What follows belongs to an exercise in optimizing a design on an open flow for small area and a short achievable clock period; a production flow would make more cautious choices. The RTL was checked by simulation tests, not by an equivalence proof against the original design. The flow treats the clock pin as an ideal source, which a real chip does not have. Power and IR drop assume default switching activity.

==> flow/design.v (excerpt) <==
module APB_TOP(
    input PCLK, PRESETn,
    input ST, WEN,
    input [8:0] APB_WADRS, APB_RADRS,
    input [7:0] APB_WDATA,
    output [7:0] APB_RDATA_OUT,
    output PSLVERR
);
==> flow/config.mk <==
export PLATFORM = sky130hd
export DESIGN_NAME = APB_TOP
export DESIGN_NICKNAME = APB_TOP
export VERILOG_FILES = /design/flow/design.v
export SDC_FILE = /design/flow/constraint.sdc
export NUM_CORES = 4
export LEC_CHECK = 0
export CAP_MARGIN = 20
export CORE_MARGIN = 2
export CORE_UTILIZATION = 40
export SETUP_SLACK_MARGIN = 1.1
export SLEW_MARGIN = 20
==> flow/constraint.sdc <==
create_clock -name core_clock -period 2.7 [get_ports {PCLK}]
set_input_delay 0.5400 -clock core_clock [delete_from_list [all_inputs] [get_ports {PCLK}]]
set_output_delay 0.5400 -clock core_clock [all_outputs]
set_load 0.01 [all_outputs]
standard.sh (not shown) runs the stock make flow with config.mk's settings and CLKGATE_MAP_FILE= SYNTH_SCRIPT=/design/flow/synth_recipe.tcl, a recipe that flattens the netlist after the stock synthesis.
==> flow/flow/run.sh <==
#!/bin/bash
set -euo pipefail
HOOK="$(pwd)/flow/cts_hook.tcl"
sed "s|CLKGATE_MAP_FILE= |CLKGATE_MAP_FILE= MATCH_CELL_FOOTPRINT=0 'BUFFER_PORTS_ARGS=-buffer_cell sky130_fd_sc_hd__buf_2' 'CTS_ARGS=-sink_clustering_enable -repair_clock_nets -sink_clustering_size 25 -sink_clustering_max_diameter 80 -dont_use_dummy_load' 'PRE_CTS_TCL=$HOOK' |" standard.sh > own_standard.sh
grep -q PRE_CTS_TCL own_standard.sh
bash own_standard.sh > own_flow.log 2>&1
==> flow/flow/cts_hook.tcl <==
# Sourced before CTS (PRE_CTS_TCL). Wraps clock_tree_synthesis so that, once
# the clock tree is built, the read pipeline register SLAVE_INST.PRDATA gets
# its clock through one more buffer (useful skew): the read of the memory in
# the SETUP cycle, which ends at PRDATA, gets a little more time, and PRDATA's
# own path (to the APB_RDATA_OUT register, in the ACCESS cycle) is short.
# PRDATA is fed only by registers and feeds only a register, so no path from
# an input or to an output changes. The buffer is placed at the flip-flops'
# centroid; cts.tcl legalizes it with the rest of the tree.
rename clock_tree_synthesis my_orig_clock_tree_synthesis
proc clock_tree_synthesis {args} {
  my_orig_clock_tree_synthesis {*}$args
  set block [ord::get_db_block]
  set master [[ord::get_db] findMaster sky130_fd_sc_hd__clkbuf_8]
  set flops {}
  foreach inst [$block getInsts] {
    if {[string match {SLAVE_INST.PRDATA*} [$inst getName]]} { lappend flops $inst }
  }
  puts "useful skew: [llength $flops] PRDATA flip-flops"
  if {[llength $flops] == 0} { return }
  set src [[[lindex $flops 0] findITerm CLK] getNet]
  set net [odb::dbNet_create $block prdata_skew_clk]
  $net setSigType CLOCK
  set buf [odb::dbInst_create $block $master prdata_skew_buf]
  set sx 0
  set sy 0
  foreach f $flops {
    set it [$f findITerm CLK]
    $it disconnect
    $it connect $net
    set loc [$f getLocation]
    set sx [expr {$sx + [lindex $loc 0]}]
    set sy [expr {$sy + [lindex $loc 1]}]
  }
  [$buf findITerm A] connect $src
  [$buf findITerm X] connect $net
  $buf setLocation [expr {int($sx / [llength $flops])}] [expr {int($sy / [llength $flops])}]
  $buf setPlacementStatus PLACED
}
Rerun with:
==> flow/flow/run.sh (replaced) <==
#!/bin/bash
set -euo pipefail
sed "s|CLKGATE_MAP_FILE= |CLKGATE_MAP_FILE= MATCH_CELL_FOOTPRINT=0 'BUFFER_PORTS_ARGS=-buffer_cell sky130_fd_sc_hd__buf_2' 'CTS_ARGS=-sink_clustering_enable -repair_clock_nets -sink_clustering_size 25 -sink_clustering_max_diameter 80 -dont_use_dummy_load' |" standard.sh > own_standard.sh
grep -q MATCH_CELL_FOOTPRINT=0 own_standard.sh
bash own_standard.sh > own_flow.log 2>&1
Settings changed: SETUP_SLACK_MARGIN 1.1 to 0.5.
removed: flow/flow/cts_hook.tcl
Die area is unchanged.
Worst hold slack is better by 0.019 ns.
Wire length came out lower by a few percent.
Clock power hardly moves.
Fmax came out lower by a quarter to a third.
Design area came out lower by a few percent.
Rerun with:
Settings changed: ABC_AREA set to 1, SETUP_SLACK_MARGIN 0.5 to 1.0.
What happened: Clock skew is higher by 0.040 ns; utilization is higher by 0.19 points; routed wire length is higher by 6.6%; area after synthesis is higher by 6.1%.
Rerun with:
Settings changed: ABC_AREA 1 to not set, CORE_UTILIZATION 40 to 50.
After rerunning: Routed wire length drops by 1.4%. Area after synthesis decreases by 5.7%. Non-clock buffer count fell by 9. Setup slack degrades by 0.043 ns.

==> what the ideal ports hide <==
In the flow no input, the clock included, has a driving cell. The finished layouts below were timed again as built, in two steps.
Step 1 (the two cells are an assumption about what drives the block):
set clk [get_ports {PCLK}]
set_driving_cell -lib_cell sky130_fd_sc_hd__clkbuf_16 $clk
set_driving_cell -lib_cell sky130_fd_sc_hd__buf_2 [delete_from_list [all_inputs] $clk]
Step 2 also shifts input and output timing later by t, the mid clock arrival at the registers, as if the neighbouring blocks saw the same clock.
a / b / c = no drivers / after step 1 / after step 2; a / b = the first two.
run	shift t [ns]	setup slack, ns	slew at the worst register clock pin (ns)	pins driven straight from the clock port
the first run	0.723	1.085 / 1.031 / 0.625	0.11 / 0.11	1
the second run	0.631	0.574 / 0.574 / 0.574	0.10 / 0.10	1
the third run	0.637	1.021 / 0.995 / 0.522	0.10 / 0.10	1
the fourth run	0.629	0.978 / 0.978 / 0.825	0.10 / 0.10	1
After both steps setup and hold are still met in every run listed. The setup slack of the third run, which loses most, moves by -0.026 ns with the drivers and by -0.499 ns with both steps.
